From an optimization exercise on the open Yosys and OpenROAD flow, aimed at small area and a short achievable clock period; shortcuts taken in it are not production practice.
The RTL was checked by simulation tests, not by an equivalence proof against the original design.
The flow treats the clock pin as an ideal source, which a real chip does not have.
No activity file was given, so power comes from the tool's default toggle rates.

==> flow/design.v, too long to show whole: its modules and the start of the top module <==
// module timing: 1896 lines
// module fa_cell: 3 lines
// module ha_cell: 3 lines
// module han_cell: 4 lines
// module g_a211o: 3 lines
// module g_a21o: 3 lines
// module g_a221o: 3 lines
// module g_a22o: 3 lines
// module g_a311o: 3 lines
// module g_a311oi: 3 lines
// module g_a31oi: 3 lines
// module g_a32o: 3 lines
// module g_a32oi: 3 lines
// module g_and2: 3 lines
// module g_and3: 3 lines
// module g_buf: 3 lines
// module g_inv: 3 lines
// module g_nand2: 3 lines
// module g_nand2b: 3 lines
// module g_nand3: 3 lines
// module g_nand3b: 3 lines
// module g_nand4: 3 lines
// module g_nor2: 3 lines
// module g_o21a: 3 lines
// module g_o21ai: 3 lines
// module g_o21bai: 3 lines
// module g_o22a: 3 lines
// module g_o22ai: 3 lines
// module g_o311a: 3 lines
// module g_o311ai: 3 lines
// module g_o41a: 3 lines
// module g_or3: 3 lines
module timing (
    input clk,
    input [7:0] a,
    input [7:0] b,
    output [31:0] c
  );
  // ...
==> flow/flow/run.sh <==
#!/bin/bash
# The standard layout (the standard.sh, unchanged), with the port buffers that
# ORFS's buffer_ports inserts made plain buf_2 cells instead of its default pick.
export BUFFER_PORTS_ARGS="-buffer_cell sky130_fd_sc_hd__buf_2"

bash standard.sh > standard.log 2>&1
==> flow/standard.sh <==
#!/bin/bash
# synth_recipe.tcl (not shown) runs the flow's synth.tcl, then flattens the netlist and writes it again
# the make line also repeats each setting of config.mk as NAME=value (left out here)
make -C /OpenROAD-flow-scripts/flow DESIGN_CONFIG=/design/flow/config.mk WORK_HOME=/design/flow/orfs CLKGATE_MAP_FILE= SYNTH_SCRIPT=/design/flow/synth_recipe.tcl "${@:-finish}"
==> flow/config.mk <==
export PLATFORM = sky130hd
export DESIGN_NAME = timing
export DESIGN_NICKNAME = timing
export VERILOG_FILES = /design/flow/design.v
export SDC_FILE = /design/flow/constraint.sdc
export NUM_CORES = 4
export LEC_CHECK = 0
export CAP_MARGIN = 20
export CORE_MARGIN = 2
export CORE_UTILIZATION = 55
export CTS_BUF_LIST = sky130_fd_sc_hd__clkbuf_4 sky130_fd_sc_hd__clkbuf_8
export SETUP_SLACK_MARGIN = 5
export SLEW_MARGIN = 20
export SYNTH_HIERARCHICAL = 1
export TNS_END_PERCENT = 0
==> flow/constraint.sdc <==
create_clock -name core_clock -period 8.5 [get_ports {clk}]
set_input_delay 1.7000 -clock core_clock [delete_from_list [all_inputs] [get_ports {clk}]]
set_output_delay 1.7000 -clock core_clock [all_outputs]
set_load 0.01 [all_outputs]
==> flow_summary.json, run 1 <==
{
  "status": "no timing/DRC/antenna violations",
  "path_length_in_cells_of_the_critical_path": 12,
  "sequentialPowerShare_pct": 29.5,
  "synth_most_common_cell": "nand2_1",
  "worst-endpoint-required_ns": 8.80,
  "clock-root-buffer": "clkbuf_8",
  "nNonClkInverters": 127,
  "registers.top_by_ff_count": "hi_q",
  "worstPathBufferInverterCount": 4,
  "design.final.nets": 1570,
  "area_growth_pct": 7.327,
  "place.port_buffers": 45,
  "tritoncts": "yes",
  "finalNonFillerCells": 1668,
  "synthFlopType": "dfxtp_1",
  "largest_net_degree_at_the_start_of_global_routing": 21,
  "routed_length_on_met2_mm": 16.23,
  "final_hold_violation_count": 0,
  "fraction_of_post_synthesis_cell_area_in_the_top_cell_type_by_area_pct": 23.89,
  "synthDominantAreaCellType": "fa_1",
  "initial_utilization_pct": 55.73,
  "synth.mux.area_fraction_pct": 0.1042,
  "ir_drop_mv": 0.1347,
  "area_dominant_class": "multi-input gates",
  "clock.fmax_mhz": 281.4,
  "layout_multi_input_combinational_cell_count": 1057,
  "synth_top_family_by_area": "adder cells",
  "hold_path_class": "flip-flop to flip-flop",
  "cts_buffer_depth": 2,
  "critical_path_arrival_ns": 3.85,
  "cts_made_buffers": 9,
  "via_per_inst": 6.431,
  "drc": 0,
  "drtPass1Iterations": 8,
  "comb_power_mw": 1.59,
  "power.largest_group": "combinational cells",
  "syn-cell-area_um2": 10810,
  "n_sequential_cell": 103,
  "synth_area_per_cell_um2": 7.651,
  "synth_compound_gate_area_share_pct": 15.03,
  "p_per_area_nw_per_um2": 232.4
}
==> run 2, diff against run 1 <==
--- a/flow/config.mk
+++ b/flow/config.mk
@@ -9,6 +9,7 @@
 export CORE_MARGIN = 2
 export CORE_UTILIZATION = 55
 export CTS_BUF_LIST = sky130_fd_sc_hd__clkbuf_4 sky130_fd_sc_hd__clkbuf_8
+export GPL_ROUTABILITY_DRIVEN = 0
 export SETUP_SLACK_MARGIN = 5
 export SLEW_MARGIN = 20
 export SYNTH_HIERARCHICAL = 1
==> flow_summary.json, run 2 <==
{
  "synth_area_per_cell_um2": 7.651,
  "layout-drive-gt1-share_pct": 14.31,
  "synthesis.yosys.warnings": 7,
  "initial_utilization_pct": 55.73,
  "rsz0062_at_grt": "yes",
  "ir_drop_mv": 0.1124,
  "total_wirelength_mm": 34.14,
  "critical_path.max_stage_delay_ns": 0.31,
  "most_common_cell_after_layout_fill_and_taps_aside": "nand2_1",
  "crit-reg2reg-launch": "y_q[11]",
  "clock-root-buffer": "clkbuf_8",
  "floorplan.die.width_um": 144.2,
  "p_per_area_nw_per_um2": 230.3,
  "synth_top_family_by_area": "adder cells",
  "critical_path_arrival_ns": 3.97,
  "finalMaxSlewViolations": 0,
  "status": "no timing/DRC/antenna violations",
  "totalNegativeSetupSlack_ns": 0,
  "p_switching_mw": 1.191,
  "ff2ff_path_depth": 6,
  "worst-endpoint-required_ns": 8.81,
  "clkLatencyLatePin_ns": 0.38,
  "tritoncts": "yes",
  "synth.mux.area_fraction_pct": 0.1042,
  "synth_most_common_cell": "nand2_1",
  "critical_path_startpoint_category": "input pin",
  "end_kind": "flip-flop",
  "power.static_leakage_nw": 4.749,
  "post_synth_fa_ha_maj_area_fraction_pct": 26.90,
  "drtAntennaViolNets": 0,
  "largest_reg_flops": 20,
  "largest_registers": "hi_q (20), hc_q (19), hs_q (19)",
  "clock-skew-final_ns": 0.01093,
  "mostFrequentLayoutCells": "nand2_1, fa_1, nor2_1",
  "min-delay-start": "lo_q[7]",
  "clockPowerShare_pct": 11.0,
  "floorplan.die.height_um": 144.2,
  "synthDominantAreaCellType": "fa_1",
  "registers.top_by_ff_count": "hi_q",
  "postSynth.asyncResetShare_pct": 0,
  "cts_made_buffers": 9,
  "clkTransAtPathRegs_ns": 0.10,
  "place.port_buffers": 45,
  "largest_net_degree_at_the_start_of_global_routing": 21,
  "final_period_minus_worst_setup_slack_ns": 3.658,
  "wirelength_per_cell_um": 20.44,
  "clock.fmax_mhz": 273.4,
  "detailroute.via_count": 10690,
  "drtPass1Iterations": 28,
  "max-slew-margin-rel_pct": 53.95,
  "min_delay_path_depth": 0,
  "timing.final.setup_violations": 0,
  "first_global_vias": 9739,
  "synth-edff-count": 0,
  "syn-cell-area_um2": 10810,
  "cts.htree.levels": 3,
  "timing.critical_path.cells": "buf_4, nand2b_1, nand2_1, nand4_1, a31oi_2, o22ai_4, o21ai_2, nand3b_1, nand2_1, and3_1, o22ai_1",
  "design.final.nets": 1572,
  "grt_pass1_wl_mm": 52.39,
  "core_ar_um2": 19400,
  "crit_path_top_delay_cell": "a31oi_2",
  "detailed_place_hpwl_mm": 23.32,
  "tritoncts_num_sinks": 103,
  "cts_buffer_depth": 2,
  "area_growth_pct": 6.852,
  "fraction_of_post_synthesis_cell_area_in_the_top_cell_type_by_area_pct": 23.89,
  "timing_worst_setup_path_type": "input pin to flip-flop",
  "synthFlopType": "dfxtp_1",
  "flop_and_latch_count_out_of_synthesis": 103,
  "drt_iter0_drc": 1993,
  "synth_sequential_area_ratio_pct": 19.07,
  "setup.reg_to_reg.worst_slack_ns": 5.06,
  "netlist_instances": 1413,
  "synth.area.top_cells": "fa_1, dfxtp_1, nand2_1",
  "design.die.area_um2": 20790,
  "synth-xor-area-share_pct": 1.458,
  "grt_overflow_total": 0,
  "hold_path_class": "flip-flop to flip-flop",
  "drc": 0,
  "filler_cell_count": 1777,
  "num_io_pins": 49,
  "via_per_inst": 6.404,
  "synth_compound_gate_area_share_pct": 15.03,
  "fp_rows": 51,
  "number_of_antenna_violations_at_the_first_check_in_global_routing": 0,
  "sw_frac_of_total_pct": 44.78,
  "drv_cap": 0,
  "postPlaceCellArea_um2": 10470,
  "worst_path_most_repeated_cell": "nand2_1",
  "yosys.cell_types.count": 54,
  "finalCritPeriodShare_pct": 43.03,
  "grt.total_usage_pct": 32.32,
  "worst_r2r_endpoint": "hs_q[8]",
  "timing_worst_slew_pin_value_ns": 0.6898,
  "synthSimpleGateAreaFrac_pct": 24.19,
  "n_antenna_cell": 0,
  "sink_of_the_worst_hold_path": "lo2_q[7]",
  "post_synth_most_frequent_cells": "nand2_1, nor2_1, fa_1, inv_1, buf_4",
  "sequentialPowerShare_pct": 29.7,
  "power.share.combinational_pct": 59.2,
  "stdcell_area_um2": 11550,
  "p_int_mw": 1.469,
  "crit_path_max_fanout": 17,
  "final_hold_violation_count": 0,
  "post-route-util_pct": 59.55
}
run 2: cell types whose count changed in the layout (fill, tap and decap cells not counted), moves of 3 or more:
cell and change:
buf_6 -9, clkinvlp_4 +4, nand2_4 -3, nand2_2 +4, clkinvlp_2 +3, inv_2 -3, buf_4 +5
run 2: metal layers:
| layer | global-route usage, % | part of all wire, % | vias up |
|---|---|---|---|
| met5 | 0 | 0 | - |
| met4 | 14.46 | 8.3 | 0 |
| met3 | 7.616 | 12 | 347 |
| met2 | 50.13 | 42 | 973 |
| met1 | 43.21 | 37 | 4813 |
| li1 | - | - | 4561 |
run 2: worst max-delay path, delay by kind of cell:
kind | cells | cell delay, ns
and+or+nand+nor | 6 | 1.24
AOI/OAI and AO/OA | 4 | 0.83
buffers and inverters | 1 | 0.20
run 2: power groups by stage:
stage               combinational (mW)  clock (mW)  sequential (mW)
floorplan                         1.17           0            0.768
global placement                  1.49           0            0.802
detailed placement                1.51           0            0.803
CTS                               1.53       0.308            0.791
global route                      1.78       0.327            0.815
finish                            1.58       0.293            0.791
run 2: Yosys stat by module, one instance, submodules excluded, a selection:
| module | cells | copies in the design | cell area [um^2] |
|---|---|---|---|
| g_or3 | 1 | 2 | 6.256 |
| g_nand4 | 1 | 32 | 6.256 |
| g_a32o | 1 | 2 | 10.01 |
| g_o311a | 1 | 2 | 10.01 |
| g_o41a | 1 | 2 | 11.26 |
| g_nand2b | 1 | 4 | 6.256 |
| g_o22a | 1 | 2 | 8.758 |
| g_a311oi | 1 | 10 | 8.758 |
run 2: how the worst max path moves through the flow:
stage          start  endpoint  slack [ns]  cells after the start
2_1_floorplan   a[1]    x_q[9]        5.27                     11
3_3_place_gp    a[4]    x_q[9]        4.07                     11
3_5_place_dp    a[1]    x_q[9]        4.01                     11
4_1_cts         a[0]    x_q[9]        4.97                     11
5_1_grt         b[1]    y_q[9]        4.84                     12
6_report        a[3]    x_q[9]        4.84                     11
run 2: metrics by stage:
step / hold slack [ns] / power [mW] / std cells / worst slack, ns
after floorplan: 0.3096 / 1.938 / 1426 / 5.266
after global placement: 0.3098 / 2.288 / 1596 / 4.066
after detailed placement: 0.3121 / 2.310 / 1596 / 4.008
after CTS: 0.3358 / 2.632 / 1641 / 4.974
after global routing: 0.3421 / 2.923 / 1670 / 4.835
final: 0.3305 / 2.661 / 1670 / 4.842
run 2: kinds of logic (layout without fill, tap and decap cells):
kind of cell,after synthesis,in the layout
AOI/OAI and AO/OA,245,245
xor gates and xnor gates,18,18
adders and majority gates,155,155
buffers and inverters,266,245
DFF,103,103
muxes,1,1
other,2,15
and+or+nand+nor,623,623
run 2: area by class of cell:
cell class                 instances  area, um^2  area share, %
timing repair buffer              98       699.4          6.055
timing repair inverter             5       27.53         0.2383
multi-input combinational       1057        7715          66.79
clock buffer                      10       131.4          1.137
tap                              265       331.6          2.870
clock inverter                     6       55.05         0.4766
sequential                       103        2066          17.88
inverter                         126       525.5          4.549
run 2: timing repair:
action / 4_1_cts / 5_1_grt
setup endpoints to repair: 14 / 19
hold buffers: 0 / 0
gates cloned: 2 / 3
gates resized for setup: 47 / 69
pin swaps: 0 / 11
setup buffers: 27 / 26
==> run 3, diff against run 2 <==
--- a/flow/config.mk
+++ b/flow/config.mk
@@ -9,7 +9,7 @@
 export CORE_MARGIN = 2
 export CORE_UTILIZATION = 55
 export CTS_BUF_LIST = sky130_fd_sc_hd__clkbuf_4 sky130_fd_sc_hd__clkbuf_8
-export GPL_ROUTABILITY_DRIVEN = 0
+export PLACE_DENSITY = 0.7
 export SETUP_SLACK_MARGIN = 5
 export SLEW_MARGIN = 20
 export SYNTH_HIERARCHICAL = 1
==> flow_summary.json, run 3 <==
{
  "use_met3_pct": 8.013,
  "min-delay-start": "lo_q[8]",
  "grt.total_usage_pct": 34.51,
  "synth_top_family_by_area": "adder cells",
  "layout-drive-gt1-share_pct": 15.86,
  "sink_of_the_worst_hold_path": "lo2_q[8]",
  "timing_worst_slew_pin_value_ns": 0.6447,
  "detailed_place_hpwl_mm": 26.28,
  "area_growth_pct": 8.796,
  "end_kind": "flip-flop",
  "critPathLaunch": "b[5]",
  "critical_path_startpoint_category": "input pin",
  "clkTransAtPathRegs_ns": 0.11,
  "detailroute.via_count": 10710,
  "use_met2_pct": 55.44,
  "netlist_instances": 1413,
  "drv_cap": 0,
  "p_per_area_nw_per_um2": 231.9,
  "crit_path_max_fanout": 16,
  "design.final.nets": 1573,
  "final_hold_violation_count": 0,
  "synth-xor-area-share_pct": 1.458,
  "clkLatencyLatePin_ns": 0.38,
  "rsz0062_at_grt": "yes",
  "drt_iter0_drc": 2014,
  "number_of_antenna_violations_at_the_first_check_in_global_routing": 0,
  "cts_buffer_depth": 2,
  "fp_rows": 51,
  "wirelength_per_cell_um": 21.57,
  "num_io_pins": 49,
  "synth.area.top_cells": "fa_1, dfxtp_1, nand2_1",
  "ir_drop_mv": 0.1111,
  "hold_path_class": "flip-flop to flip-flop",
  "grt_overflow_total": 0,
  "post_synth_fa_ha_maj_area_fraction_pct": 26.90,
  "crit-reg2reg-launch": "x_q[6]",
  "synth_sequential_area_ratio_pct": 19.07,
  "via_per_inst": 6.412,
  "top_usage_layer": "met2",
  "synthesis.yosys.warnings": 7,
  "registers.top_by_ff_count": "hi_q",
  "min_delay_path_depth": 0,
  "flop_and_latch_count_out_of_synthesis": 103,
  "synthSimpleGateAreaFrac_pct": 24.19,
  "post-route-util_pct": 60.63,
  "post_synth_most_frequent_cells": "nand2_1, nor2_1, fa_1, inv_1, buf_4",
  "initial_utilization_pct": 55.73,
  "syn-cell-area_um2": 10810,
  "place.port_buffers": 45,
  "synthDominantAreaCellType": "fa_1",
  "synth_area_per_cell_um2": 7.651,
  "most_common_cell_after_layout_fill_and_taps_aside": "nand2_1",
  "cts.htree.levels": 3,
  "drtAntennaViolNets": 0,
  "cts_made_buffers": 9,
  "finalWeightedCongestion": 1.104,
  "tritoncts_num_sinks": 103,
  "final_period_minus_worst_setup_slack_ns": 3.530,
  "finalMaxSlewViolations": 0,
  "n_antenna_cell": 0,
  "critical_path_arrival_ns": 3.82,
  "clock-skew-final_ns": 0.02029,
  "worst_r2r_endpoint": "hs_q[8]",
  "synth_compound_gate_area_share_pct": 15.03,
  "synth-edff-count": 0,
  "first_global_vias": 10400,
  "core_ar_um2": 19400,
  "floorplan.die.height_um": 144.2,
  "synth.mux.area_fraction_pct": 0.1042,
  "drc": 0,
  "fraction_of_post_synthesis_cell_area_in_the_top_cell_type_by_area_pct": 23.89,
  "floorplan.die.width_um": 144.2,
  "total_wirelength_mm": 36.04,
  "totalNegativeSetupSlack_ns": 0,
  "largest_net_degree_at_the_start_of_global_routing": 21,
  "design.die.area_um2": 20790,
  "largest_reg_flops": 20,
  "clock-root-buffer": "clkbuf_8",
  "synthFlopType": "dfxtp_1",
  "tritoncts": "yes",
  "max-slew-margin-rel_pct": 56.96,
  "setup.reg_to_reg.worst_slack_ns": 5.08,
  "timing_worst_setup_path_type": "input pin to flip-flop",
  "mostFrequentLayoutCells": "nand2_1, fa_1, nor2_1",
  "worst_hold_margin_ns": 0.3217,
  "drtPass1Iterations": 10,
  "cts.hold.buffers_added": 0,
  "clock.fmax_mhz": 283.3,
  "yosys.cell_types.count": 54,
  "ff2ff_path_depth": 6,
  "finalCritPeriodShare_pct": 41.53,
  "timing.final.setup_violations": 0,
  "power.static_leakage_nw": 4.842,
  "worst-endpoint-required_ns": 8.79,
  "largest_registers": "hi_q (20), hc_q (19), hs_q (19)",
  "postSynth.asyncResetShare_pct": 0,
  "status": "no timing/DRC/antenna violations",
  "grt_use_met1_pct": 43.85,
  "grt_pass1_wl_mm": 54.99,
  "synth_most_common_cell": "nand2_1"
}
run 3: cell counts after synthesis:
No cell type changed its count.
run 3: final cells by class:
class	instances	area, um^2
Multi-Input combinational cell	1058	7821
Timing Repair Buffer	102	803.3
Tap cell	265	331.6
Clock buffer	10	131.4
Timing Repair inverter	1	5.005
Fill cell	1708	7637
Clock inverter	6	76.32
Sequential cell	103	2067
Inverter	126	525.5
run 3: metrics by stage:
stage	cell area, um^2	worst slack (ns)	power, mW	std cells
floorplan	10860	5.266	1.938	1426
global placement	10470	3.688	2.241	1597
detailed placement	10470	3.833	2.340	1597
CTS	11230	4.972	2.689	1648
global route	11760	4.933	2.970	1671
finish	11760	4.970	2.727	1671
run 3: kinds of logic after synthesis:
logic type,count (synthesis)
multiplexers,1
other,2
buffers and inverters,266
AO/OA/AOI/OAI,245
XOR/XNOR,18
flip-flops,103
adder cells (fa/ha/maj),155
AND/OR/NAND/NOR,623
run 3: per-layer routing:
metal / routed length [um] / share of wire, % / up-vias
met5: 0 / 0 / -
li1: - / - / 4571
met1: 13760 / 38 / 5055
met4: 2070 / 5.7 / 0
met3: 4148 / 12 / 227
met2: 16070 / 45 / 861
run 3: power breakdown:
part / total [mW] / internal [mW] / switching (mW) / leakage (nW)
logic: 1.61 / 0.685 / 0.930 / 3.87
clock network: 0.321 / 0.145 / 0.176 / 0.107
registers: 0.791 / 0.680 / 0.111 / 0.865
total: 2.73 / 1.51 / 1.22 / 4.84
run 3: worst max path at each step:
stage	end	slack, ns	cells past startpoint
CTS	x_q[7]	4.97	14
floorplan	x_q[9]	5.27	11
detailed placement	y_q[9]	3.83	11
global placement	y_q[9]	3.69	11
global route	x_q[7]	4.93	12
finish	y_q[9]	4.97	11
run 3: per-module statistics from Yosys (local to each module, per instance), a selection:
| module | area, um^2 | flip-flops and latches | copies in the design | cells |
|---|---|---|---|---|
| g_o41a | 11.26 | 0 | 2 | 1 |
| g_a221o | 10.01 | 0 | 2 | 1 |
| g_a311o | 10.01 | 0 | 2 | 1 |
| g_o311ai | 8.758 | 0 | 8 | 1 |
| g_a211o | 8.758 | 0 | 2 | 1 |
| g_a32oi | 8.758 | 0 | 8 | 1 |
| g_a22o | 8.758 | 0 | 4 | 1 |
| g_o21bai | 7.507 | 0 | 4 | 1 |
| g_a31oi | 6.256 | 0 | 48 | 1 |
| g_or3 | 6.256 | 0 | 2 | 1 |
| g_nand4 | 6.256 | 0 | 32 | 1 |
| g_and3 | 6.256 | 0 | 6 | 1 |
| g_nand2 | 3.754 | 0 | 164 | 1 |
| g_inv | 3.754 | 0 | 78 | 1 |
run 3: what timing repair did:
item	4_1_cts	5_1_grt
setup buffers	34	22
pin swaps	4	24
endpoints found under the hold margin	0	0
resized for setup	74	88
setup endpoints to repair	16	16
gates cloned	1	1
run 3: critical path, stage by stage:
cell	delay, ns
buf_4	0.19
nor2_1	0.45
nor2_1	0.14
o21a_1	0.16
a31oi_4	0.22
o22ai_4	0.14
o21ai_2	0.23
nand3b_1	0.13
nand2_1	0.08
and3_1	0.19
o22ai_1	0.18
==> run 4, diff against run 3 <==
--- a/flow/config.mk
+++ b/flow/config.mk
@@ -9,7 +9,7 @@
 export CORE_MARGIN = 2
 export CORE_UTILIZATION = 55
 export CTS_BUF_LIST = sky130_fd_sc_hd__clkbuf_4 sky130_fd_sc_hd__clkbuf_8
-export PLACE_DENSITY = 0.7
+export GPL_TIMING_DRIVEN = 0
 export SETUP_SLACK_MARGIN = 5
 export SLEW_MARGIN = 20
 export SYNTH_HIERARCHICAL = 1
==> flow_summary.json, run 4 <==
{
  "finalWeightedCongestion": 1.071,
  "critical_path_startpoint_category": "flip-flop",
  "drtAntennaViolNets": 0,
  "finalNonFillerCells": 1758,
  "end_kind": "flip-flop",
  "timing.final.setup_violations": 0,
  "drt_iter0_drc": 1734,
  "power.static_leakage_nw": 5.210,
  "tritoncts_num_sinks": 103,
  "registers.top_by_ff_count": "hi_q",
  "floorplan.die.width_um": 144.2,
  "grt_overflow_total": 0,
  "detailed_place_hpwl_mm": 31.87,
  "area_growth_pct": 10.41,
  "most_common_cell_after_layout_fill_and_taps_aside": "nand2_1",
  "total_wirelength_mm": 41.12,
  "first_global_vias": 11050,
  "final_hold_violation_count": 0,
  "largest_registers": "hi_q (20), hc_q (19), hs_q (19)",
  "yosys.cell_types.count": 54,
  "clkLatencyLatePin_ns": 0.38,
  "cts_made_buffers": 9,
  "postSynth.asyncResetShare_pct": 0,
  "initial_utilization_pct": 55.73,
  "post_synth_fa_ha_maj_area_fraction_pct": 26.90,
  "hold_path_class": "flip-flop to flip-flop",
  "grt_pass1_wl_mm": 61.36,
  "max-slew-margin-rel_pct": 50.60,
  "synth-edff-count": 0,
  "synth-xor-area-share_pct": 1.458,
  "rsz0062_at_grt": "yes",
  "synth.mux.area_fraction_pct": 0.1042,
  "num_io_pins": 49,
  "clkTransAtPathRegs_ns": 0.11,
  "final_period_minus_worst_setup_slack_ns": 3.548,
  "synth.area.top_cells": "fa_1, dfxtp_1, nand2_1",
  "synth_most_common_cell": "nand2_1",
  "synthFlopType": "dfxtp_1",
  "netlist_instances": 1413,
  "synth_sequential_area_ratio_pct": 19.07,
  "fp_rows": 51,
  "fraction_of_post_synthesis_cell_area_in_the_top_cell_type_by_area_pct": 23.89,
  "detailroute.via_count": 11270,
  "finalMaxSlewViolations": 0,
  "design.die.area_um2": 20790,
  "p_per_area_nw_per_um2": 240.5,
  "cts_buffer_depth": 2,
  "synth_compound_gate_area_share_pct": 15.03,
  "largest_reg_flops": 20,
  "synthesis.yosys.warnings": 7,
  "critical_path_arrival_ns": 3.80,
  "postLayoutSetupSlackWorst_ns": 4.952,
  "dp.cells": 1736,
  "place.port_buffers": 45,
  "synthSimpleGateAreaFrac_pct": 24.19,
  "design.final.nets": 1659,
  "syn-cell-area_um2": 10810,
  "grt.total_usage_pct": 39.34,
  "filler_cell_count": 1632,
  "finalCritPeriodShare_pct": 41.75,
  "largest_net_degree_at_the_start_of_global_routing": 21,
  "drc": 0,
  "core_ar_um2": 19400,
  "clock.fmax_mhz": 281.8,
  "number_of_antenna_violations_at_the_first_check_in_global_routing": 1,
  "synthDominantAreaCellType": "fa_1",
  "via_per_inst": 6.408,
  "cts.hold.buffers_added": 0,
  "flop_and_latch_count_out_of_synthesis": 103,
  "clock-skew-final_ns": 0.01274,
  "wirelength_per_cell_um": 23.39,
  "floorplan.die.height_um": 144.2,
  "ir_drop_mv": 0.1182,
  "pre_cts_ws_ns": 4.029,
  "crit_path_max_fanout": 10,
  "drtPass1Iterations": 6,
  "status": "no timing/DRC/antenna violations",
  "timing_worst_slew_pin_value_ns": 0.7333,
  "post_synth_most_frequent_cells": "nand2_1, nor2_1, fa_1, inv_1, buf_4",
  "clock-root-buffer": "clkbuf_8",
  "timing_worst_setup_path_type": "flip-flop to flip-flop",
  "layout-drive-gt1-share_pct": 16.29,
  "synth_area_per_cell_um2": 7.651,
  "tritoncts": "yes",
  "synth_top_family_by_area": "adder cells",
  "cts.htree.levels": 3,
  "drv_cap": 0,
  "mostFrequentLayoutCells": "nand2_1, nor2_1, fa_1",
  "worst-endpoint-required_ns": 8.75,
  "totalNegativeSetupSlack_ns": 0
}
==> run 4: cell counts after synthesis <==
Identical to the previous run, type by type.
==> run 4: cell families after synthesis <==
| group | count (synthesis) |
|---|---|
| compound gates | 245 |
| other cells | 2 |
| simple gates | 623 |
| buf+inv | 266 |
| mux | 1 |
| fa+ha+maj | 155 |
| flops | 103 |
| xor+xnor | 18 |
==> run 4: per-module statistics from Yosys (local to each module, per instance), excerpt <==
module    times used  flip-flops and latches  area (um^2)  cells inside
g_nand3           48                       0        5.005             1
g_inv             78                       0        3.754             1
g_a31oi           48                       0        6.256             1
g_nand3b           6                       0        7.507             1
g_a32o             2                       0        10.01             1
g_o21bai           4                       0        7.507             1
timing             1                     103         4254           515
g_a21o             2                       0        7.507             1
g_o41a             2                       0        11.26             1
g_and3             6                       0        6.256             1
g_o311a            2                       0        10.01             1
g_nor2           138                       0        3.754             1
g_a211o            2                       0        8.758             1
g_a22o             4                       0        8.758             1
==> run 4: power by group <==
| part | total [mW] | internal [mW] | switching (mW) |
|---|---|---|---|
| Clock | 0.295 | 0.113 | 0.182 |
| Sequential | 0.756 | 0.681 | 0.0748 |
| Combinational | 1.82 | 0.725 | 1.09 |
==> run 4: critical path: stages, from the launching register on <==
cell     delay, ns
dfxtp_1       0.51
buf_2         0.33
nand2_1       0.15
fa_1          0.54
fa_1          0.44
fa_1          0.43
fa_1          0.57
fa_1          0.45
==> run 4: metrics by stage <==
| step | util [%] | instance area, um^2 | hold slack, ns | power, mW |
|---|---|---|---|---|
| 6_report | 61.53 | 11940 | 0.3386 | 2.870 |
| 5_1_grt | 61.51 | 11930 | 0.3438 | 3.050 |
| 4_1_cts | 60.38 | 11710 | 0.3398 | 2.788 |
| 3_5_place_dp | 58.85 | 11420 | 0.3147 | 2.479 |
| 3_3_place_gp | 58.85 | 11420 | 0.3103 | 2.292 |
| 2_1_floorplan | - | 10860 | 0.3096 | 1.938 |
==> run 4: repair_timing <==
action,4_1_cts,5_1_grt
pin swaps,4,12
endpoints found under the setup margin,23,28
gates resized for setup,25,68
buffers inserted,4,1
endpoints found under the hold margin,0,0
cloned,0,0
==> run 4: per-layer routing <==
metal | GRT usage (%) | part of all wire (%) | vias up
li1 | - | - | 4750
met1 | 48.94 | 36 | 5156
met2 | 62.03 | 43 | 1064
met3 | 10.33 | 13 | 295
met4 | 22.74 | 7.3 | 0
met5 | 0 | 0 | -
==> run 4: path summary, 6_finish.rpt <==
| check | startpoint | endpoint | slack, ns | depth (start not counted) |
|---|---|---|---|---|
| setup / recovery | x_q[1] | hs_q[5] | 4.95 | 7 |
| hold / removal | lo_q[5] | lo2_q[5] | 0.34 | 0 |
| setup reg to reg | x_q[1] | hs_q[5] | 4.95 | 7 |
| hold reg to reg | lo_q[5] | lo2_q[5] | 0.34 | 0 |
==> run 4: final cells by class <==
cell class	instances	area, um^2	share of cell area (%)
clock inverters	7	66.31	0.5556
multi-input cells	1057	7582	63.53
clock buffers	9	123.9	1.038
inverters	126	473.0	3.963
well taps	265	331.6	2.778
diodes	1	2.502	0.02097
repair buffers	50	319.1	2.673
plain buffers	140	974.7	8.166
flip-flops and latches	103	2062	17.28
==> run 5, diff against run 4 <==
--- a/flow/config.mk
+++ b/flow/config.mk
@@ -7,9 +7,7 @@
 export LEC_CHECK = 0
 export CAP_MARGIN = 20
 export CORE_MARGIN = 2
-export CORE_UTILIZATION = 55
-export CTS_BUF_LIST = sky130_fd_sc_hd__clkbuf_4 sky130_fd_sc_hd__clkbuf_8
-export GPL_TIMING_DRIVEN = 0
+export CORE_UTILIZATION = 40
 export SETUP_SLACK_MARGIN = 5
 export SLEW_MARGIN = 20
 export SYNTH_HIERARCHICAL = 1
==> flow_summary.json, run 5 <==
{
  "core_ar_um2": 26730,
  "cts_buffer_depth": 2,
  "totalNegativeSetupSlack_ns": 0,
  "filler_cell_count": 2672,
  "postSynth.asyncResetShare_pct": 0,
  "clock-skew-final_ns": 0.009950,
  "crit_path_top_delay_cell": "a31oi_4",
  "postPlaceCellArea_um2": 10580,
  "synth_area_per_cell_um2": 7.651,
  "largest_reg_flops": 20,
  "min-delay-start": "lo_q[7]",
  "timing.final.setup_violations": 0,
  "timing_worst_slew_pin_value_ns": 0.6526,
  "sink_of_the_worst_hold_path": "lo2_q[7]",
  "critPathTopFamily": "simple AND/OR/NAND/NOR gates",
  "power.static_leakage_nw": 4.940,
  "synth_sequential_area_ratio_pct": 19.07,
  "end_kind": "flip-flop",
  "drv_cap": 0,
  "synth_top_family_by_area": "adder cells",
  "via_per_inst": 5.902,
  "most_common_cell_after_layout_fill_and_taps_aside": "nand2_1",
  "tritoncts": "yes",
  "dp.cells": 1674,
  "total_wirelength_mm": 35.87,
  "ff2ff_path_depth": 6,
  "critical_path.max_stage_delay_ns": 0.31,
  "post-route-util_pct": 44.80,
  "stdcell_area_um2": 11970,
  "largest_registers": "hi_q (20), hc_q (19), hs_q (19)",
  "post_synth_fa_ha_maj_area_fraction_pct": 26.90,
  "first_global_vias": 10100,
  "p_per_area_nw_per_um2": 233.6,
  "worstPathBufferInverterCount": 2,
  "design.die.area_um2": 28360,
  "fp_rows": 60,
  "cts.htree.levels": 3,
  "detailed_place_hpwl_mm": 26.14,
  "finalWeightedCongestion": 1.044,
  "initial_utilization_pct": 40.45,
  "drc": 0,
  "min_delay_path_depth": 0,
  "ir_drop_mv": 0.09153,
  "clkLatencyLatePin_ns": 0.35,
  "synthFlopType": "dfxtp_1",
  "multi_input_area_um2": 7774,
  "grt_overflow_total": 0,
  "synthesis.yosys.warnings": 7,
  "netlist_instances": 1413,
  "synthDominantAreaCellType": "fa_1",
  "drtAntennaViolNets": 0,
  "finalCritPeriodShare_pct": 41.78,
  "post_synth_most_frequent_cells": "nand2_1, nor2_1, fa_1, inv_1, buf_4",
  "registers.top_by_ff_count": "hi_q",
  "clkTransAtPathRegs_ns": 0.07,
  "grt.total_usage_pct": 25.02,
  "largest_net_degree_at_the_start_of_global_routing": 21,
  "status": "no timing/DRC/antenna violations",
  "area_growth_pct": 10.75,
  "synth-edff-count": 0,
  "worst-endpoint-required_ns": 8.77,
  "num_io_pins": 49,
  "final_period_minus_worst_setup_slack_ns": 3.551,
  "critical_path_arrival_ns": 3.82,
  "clock.fmax_mhz": 281.6,
  "mostFrequentLayoutCells": "nand2_1, fa_1, nor2_1",
  "flop_and_latch_count_out_of_synthesis": 103,
  "synth-xor-area-share_pct": 1.458,
  "syn-cell-area_um2": 10810,
  "setup.reg_to_reg.worst_slack_ns": 5.08,
  "crit-reg2reg-launch": "y_q[7]",
  "max-slew-margin-rel_pct": 56.43,
  "clock-root-buffer": "clkbuf_16",
  "rsz0062_at_grt": "yes",
  "final_hold_violation_count": 0,
  "drtPass1Iterations": 8,
  "cts_made_buffers": 9,
  "floorplan.die.height_um": 168.4,
  "number_of_antenna_violations_at_the_first_check_in_global_routing": 1,
  "seq_area_um2": 2068,
  "synth.mux.area_fraction_pct": 0.1042,
  "yosys.cell_types.count": 54,
  "wirelength_per_cell_um": 20.37,
  "detailroute.via_count": 10390,
  "design.final.nets": 1586,
  "drt_iter0_drc": 1428,
  "synth.area.top_cells": "fa_1, dfxtp_1, nand2_1",
  "synthSimpleGateAreaFrac_pct": 24.19,
  "tritoncts_num_sinks": 103,
  "hold_path_class": "flip-flop to flip-flop",
  "critical_path_startpoint_category": "input pin",
  "timing_worst_setup_path_type": "input pin to flip-flop",
  "timing.critical_path.cells": "buf_6, clkinvlp_4, nand2_2, nand4_1, a31oi_4, o22ai_4, o21ai_2, nand3b_1, nand2_1, and3_1, o22ai_1",
  "finalNonFillerCells": 1761,
  "layout-drive-gt1-share_pct": 16.00,
  "crit_path_max_fanout": 16,
  "synth_most_common_cell": "nand2_1",
  "worst_r2r_endpoint": "hs_q[8]",
  "floorplan.die.width_um": 168.4,
  "grt_pass1_wl_mm": 55.58,
  "synth_compound_gate_area_share_pct": 15.03,
  "fraction_of_post_synthesis_cell_area_in_the_top_cell_type_by_area_pct": 23.89,
  "place.port_buffers": 45,
  "finalMaxSlewViolations": 0
}
-- run 5: cell types whose count changed in the layout (fill, tap and decap cells not counted), moves of 9 or more --
cell	previous run	this run
nand2_1	340	329
clkbuf_2	15	0
buf_4	122	67
inv_1	124	109
nor2_4	1	15
clkinvlp_4	1	13
clkbuf_16	0	9
clkbuf_1	9	0
nor2_1	140	127
-- run 5: through the flow --
| stage | power (mW) | hold slack, ns | setup slack (ns) |
|---|---|---|---|
| 6_report | 2.797 | 0.3288 | 4.949 |
| 3_5_place_dp | 2.310 | 0.3121 | 3.842 |
| 3_3_place_gp | 2.292 | 0.3131 | 3.708 |
| 2_1_floorplan | 1.938 | 0.3096 | 5.266 |
| 4_1_cts | 2.775 | 0.3293 | 4.929 |
| 5_1_grt | 3.076 | 0.3344 | 4.907 |
-- run 5: cell families after synthesis --
kind of cell    count (synthesis)
fa+ha+maj                     155
compound gates                245
mux                             1
simple gates                  623
other cells                     2
flops                         103
buf+inv                       266
xor+xnor                       18
-- run 5: per-module statistics from Yosys (local to each module, per instance), excerpt --
module	cells	flops+latches	area [um^2]
g_o41a	1	0	11.26
g_a31oi	1	0	6.256
g_o21a	1	0	7.507
g_buf	1	0	7.507
g_a311oi	1	0	8.758
g_and3	1	0	6.256
g_o22a	1	0	8.758
g_a311o	1	0	10.01
-- run 5: worst max-delay path by stage --
stage          from     end  slack [ns]  depth (start not counted)
2_1_floorplan  a[1]  x_q[9]        5.27                         11
3_3_place_gp   a[4]  x_q[9]        3.71                         11
5_1_grt        a[6]  x_q[7]        4.91                         12
6_report       a[5]  x_q[9]        4.95                         11
3_5_place_dp   a[4]  x_q[9]        3.84                         11
4_1_cts        a[4]  x_q[6]        4.93                         12
-- run 5: cell type report --
class | instances | area share [%]
multi-input combinational | 1057 | 64.93
sequential | 103 | 17.27
timing repair buffer | 115 | 7.138
inverter | 126 | 4.358
tap | 341 | 3.564
clock buffer | 10 | 1.996
clock inverter | 6 | 0.6375
timing repair inverter | 2 | 0.08360
antenna | 1 | 0.02090
-- run 5: metal layers --
layer / global-route usage, % / vias to the layer above / share of wire, %
li1: - / 4588 / -
met1: 32.05 / 4839 / 39
met2: 39.27 / 745 / 43
met3: 4.890 / 221 / 10
met4: 14.88 / 0 / 7.4
met5: 0 / - / 0
-- run 5: timing repair --
item	4_1_cts	5_1_grt
gates resized for setup	65	78
hold buffers	0	0
setup endpoints to repair	18	19
gates cloned	1	1
pin swaps	0	14
buffers inserted	32	36
hold endpoints to repair	0	0
-- run 5: power breakdown --
| group | internal (mW) | switching (mW) | leakage [nW] |
|---|---|---|---|
| Sequential | 0.681 | 0.108 | 0.865 |
| Clock | 0.241 | 0.191 | 0.155 |
| Combinational | 0.677 | 0.899 | 3.92 |
==> run 6, diff against run 5 <==
==> flow/flow/run.sh (replaced) <==
#!/bin/bash
# The standard layout (the standard.sh, unchanged) with two additions:
#  - the port buffers that ORFS's buffer_ports inserts are plain buf_2 cells;
#  - after clock-tree synthesis, a second setup repair pass (flow/post_cts.tcl).
export BUFFER_PORTS_ARGS="-buffer_cell sky130_fd_sc_hd__buf_2"
export POST_CTS_TCL="$PWD/flow/post_cts.tcl"
bash standard.sh > standard.log 2>&1
==> flow/flow/post_cts.tcl (new file) <==
# Second setup-repair pass after CTS (same margin as the first), then re-legalize.
estimate_parasitics -placement
repair_timing -setup -setup_margin $::env(SETUP_SLACK_MARGIN) -repair_tns 0 -max_passes 200 -verbose
detailed_placement
check_placement -verbose
--- a/flow/config.mk
+++ b/flow/config.mk
@@ -7,7 +7,8 @@
 export LEC_CHECK = 0
 export CAP_MARGIN = 20
 export CORE_MARGIN = 2
-export CORE_UTILIZATION = 40
+export CORE_UTILIZATION = 55
+export CTS_BUF_LIST = sky130_fd_sc_hd__clkbuf_4 sky130_fd_sc_hd__clkbuf_8
 export SETUP_SLACK_MARGIN = 5
 export SLEW_MARGIN = 20
 export SYNTH_HIERARCHICAL = 1
==> flow_summary.json, run 6 <==
{
  "final_hold_violation_count": 0,
  "path_length_in_cells_of_the_critical_path": 11,
  "worst_path_most_repeated_cell": "clkinvlp_4",
  "fraction_of_post_synthesis_cell_area_in_the_top_cell_type_by_area_pct": 23.89,
  "wirelength_per_cell_um": 21.84,
  "total_power_mw": 2.698,
  "syn-cell-area_um2": 10810,
  "netlist_instances": 1413,
  "yosys.cell_types.count": 54,
  "critical_path_arrival_ns": 3.77,
  "tritoncts": "yes",
  "worstPathBufferInverterCount": 4,
  "area_growth_pct": 8.310,
  "critical_path_startpoint_category": "input pin",
  "finalCritPeriodShare_pct": 41.56,
  "fp_rows": 51,
  "final_period_minus_worst_setup_slack_ns": 3.533,
  "synthFlopType": "dfxtp_1",
  "worst-endpoint-required_ns": 8.73,
  "end_kind": "flip-flop",
  "most_common_cell_after_layout_fill_and_taps_aside": "nand2_1",
  "finalMaxSlewViolations": 0,
  "rsz0062_at_grt": "yes",
  "max-slew-margin-rel_pct": 57.52,
  "postSynth.asyncResetShare_pct": 0,
  "detailroute.via_count": 10800,
  "flop_and_latch_count_out_of_synthesis": 103,
  "largest_registers": "hi_q (20), hc_q (19), hs_q (19)",
  "drt_iter0_drc": 1920,
  "place.port_buffers": 45,
  "crit_path_max_fanout": 8,
  "layout-drive-gt1-share_pct": 15.17,
  "synthesis.yosys.warnings": 7,
  "synth_most_common_cell": "nand2_1",
  "first_global_vias": 10330,
  "clkTransAtPathRegs_ns": 0.11,
  "n_antenna_cell": 0,
  "hold_path_class": "flip-flop to flip-flop",
  "critPathTopFamily": "compound AO/OA/AOI/OAI gates",
  "synthDominantAreaCellType": "fa_1",
  "design.final.nets": 1584,
  "crit_path_top_delay_cell": "o311ai_4",
  "initial_utilization_pct": 55.73,
  "clkLatencyLatePin_ns": 0.37,
  "dp.cells": 1599,
  "synth_sequential_area_ratio_pct": 19.07,
  "drc": 0,
  "timing.critical_path.cells": "buf_12, clkinvlp_4, buf_6, nor2_4, clkinvlp_4, o311ai_4, a311oi_2, a32oi_1, o22ai_1, nand2_1, a31oi_1",
  "floorplan.die.height_um": 144.2,
  "total_wirelength_mm": 36.73,
  "synth-edff-count": 0,
  "clock.fmax_mhz": 283.1,
  "num_io_pins": 49,
  "grt_overflow_total": 0,
  "synth_area_per_cell_um2": 7.651,
  "power.static_leakage_nw": 4.874,
  "p_per_area_nw_per_um2": 230.4,
  "ir_drop_mv": 0.1344,
  "timing.final.setup_violations": 0,
  "number_of_antenna_violations_at_the_first_check_in_global_routing": 0,
  "timing_worst_slew_pin_value_ns": 0.6330,
  "drv_cap": 0,
  "grt_pass1_wl_mm": 55.75,
  "grt.total_usage_pct": 35.16,
  "postLayoutSetupSlackWorst_ns": 4.967,
  "status": "no timing/DRC/antenna violations",
  "min_delay_path_depth": 0,
  "ff2ff_path_depth": 6,
  "critical_path.max_stage_delay_ns": 0.41,
  "synth.area.top_cells": "fa_1, dfxtp_1, nand2_1",
  "design.die.area_um2": 20790,
  "drtPass1Iterations": 9,
  "pre_cts_ws_ns": 3.874,
  "totalNegativeSetupSlack_ns": 0,
  "timing_worst_setup_path_type": "input pin to flip-flop",
  "detailed_place_hpwl_mm": 26.44,
  "largest_reg_flops": 20,
  "registers.top_by_ff_count": "hi_q",
  "core_ar_um2": 19400,
  "via_per_inst": 6.423,
  "clock-skew-final_ns": 0.01065,
  "largest_net_degree_at_the_start_of_global_routing": 21,
  "tritoncts_num_sinks": 103,
  "floorplan.die.width_um": 144.2,
  "drtAntennaViolNets": 0,
  "finalWeightedCongestion": 1.059,
  "post_synth_most_frequent_cells": "nand2_1, nor2_1, fa_1, inv_1, buf_4",
  "filler_cell_count": 1664,
  "mostFrequentLayoutCells": "nand2_1, fa_1, nor2_1",
  "finalNonFillerCells": 1682
}
run 6: cell counts after synthesis:
Identical to the previous run, type by type.
run 6: logic make-up (layout without fill, tap and decap cells):
family	Yosys count	count (layout)	share of synthesized area, %
AND/OR/NAND/NOR	623	623	24.19
adder cells (fa/ha/maj)	155	155	26.90
flip-flops	103	103	19.07
other	2	15	0.06947
buffers and inverters	266	257	13.17
multiplexers	1	1	0.1042
XOR/XNOR	18	18	1.458
AO/OA/AOI/OAI	245	245	15.03
run 6: report_power, final:
group	total [mW]	internal [mW]	switching (mW)
combinational	1.59	0.677	0.918
clock	0.308	0.123	0.185
sequential	0.796	0.681	0.115
run 6: metal layers:
metal  global-route usage (%)  part of all wire (%)  vias up
met5                        0                     0        -
met2                    55.94                    44      945
met4                    17.17                   6.4        0
li1                         -                     -     4590
met1                    44.31                    37     5006
met3                    9.735                    13      262
run 6: layout make-up:
| class | instances | area (um^2) | area share [%] |
|---|---|---|---|
| repair inverters | 1 | 5.005 | 0.04274 |
| multi-input cells | 1057 | 7726 | 65.99 |
| repair buffers | 114 | 853.3 | 7.288 |
| clock inverters | 6 | 60.06 | 0.5129 |
| well taps | 265 | 331.6 | 2.832 |
| flip-flops and latches | 103 | 2069 | 17.67 |
| clock buffers | 10 | 137.6 | 1.175 |
| inverters | 126 | 525.5 | 4.488 |
run 6: Yosys stat by module, one instance, submodules excluded, excerpt:
module | flops+latches | area, um^2 | times used | cells inside
g_buf | 0 | 7.507 | 110 | 1
g_and2 | 0 | 6.256 | 4 | 1
g_a211o | 0 | 8.758 | 2 | 1
g_o311a | 0 | 10.01 | 2 | 1
g_a22o | 0 | 8.758 | 4 | 1
timing | 103 | 4254 | 1 | 515
g_o21a | 0 | 7.507 | 4 | 1
g_nand3 | 0 | 5.005 | 48 | 1
fa_cell | 0 | 20.02 | 126 | 1
g_o311ai | 0 | 8.758 | 8 | 1
g_and3 | 0 | 6.256 | 6 | 1
g_a32oi | 0 | 8.758 | 8 | 1
g_o41a | 0 | 11.26 | 2 | 1
g_a21o | 0 | 7.507 | 2 | 1
g_or3 | 0 | 6.256 | 2 | 1
g_a32o | 0 | 10.01 | 2 | 1
run 6: worst reg2reg max path: cells and delay by family, from the launching register on:
family	cells	cell delay [ns]
adders and majority gates	5	2.38
DFF	1	0.73
and+or+nand+nor	1	0.17
run 6: worst paths after layout:
check                             start  slack [ns]        to
worst max-delay path               a[1]        4.97    x_q[7]
worst min-delay path            lo_q[9]        0.34  lo2_q[9]
worst max register to register   y_q[7]        5.11   hs_q[8]
worst min register to register  lo_q[9]        0.34  lo2_q[9]
run 6: metrics by stage:
| stage | util [%] | hold WS, ns | instance area (um^2) |
|---|---|---|---|
| 6_report | 60.36 | 0.3390 | 11710 |
| 5_1_grt | 60.36 | 0.3443 | 11710 |
| 3_5_place_dp | 54.06 | 0.3128 | 10490 |
| 3_3_place_gp | 54.06 | 0.3100 | 10490 |
| 2_1_floorplan | - | 0.3096 | 10860 |

separate check: timing with driven ports:
No port has a modelled driver above. Below, the same layouts with a new extraction and two added sets of constraints. Step 1: set_driving_cell puts a clkbuf_16 on clk and a buf_2 on each other input, an assumption about the parent block. Step 2 times the ports against the registers' clock, not the clock port: input delays grow and output delays shrink by t, the midpoint of the rising clock arrivals with the driver on. a / b / c = no drivers / after step 1 / after step 2; a / b = the first two.
run	t, ns	setup WS [ns]	worst setup path at the end	worst register clock-pin slew, ns	cell pins on the clock port's net
run 1	0.404	4.946 / 4.956 / 4.552	input to register	0.11 / 0.11	1
run 2	0.405	4.842 / 4.846 / 4.441	input to register	0.10 / 0.10	1
run 3	0.415	4.970 / 4.979 / 4.564	input to register	0.11 / 0.11	1
run 4	0.413	4.952 / 4.952 / 4.569	input to register	0.11 / 0.11	1
run 5	0.388	4.949 / 4.947 / 4.559	input to register	0.07 / 0.07	1
run 6	0.404	4.967 / 4.941 / 4.537	input to register	0.11 / 0.11	1
After both steps every run listed still meets setup and hold. For run 6, which loses most, drivers alone change the setup slack by -0.026 ns; drivers and shift together by -0.430 ns.
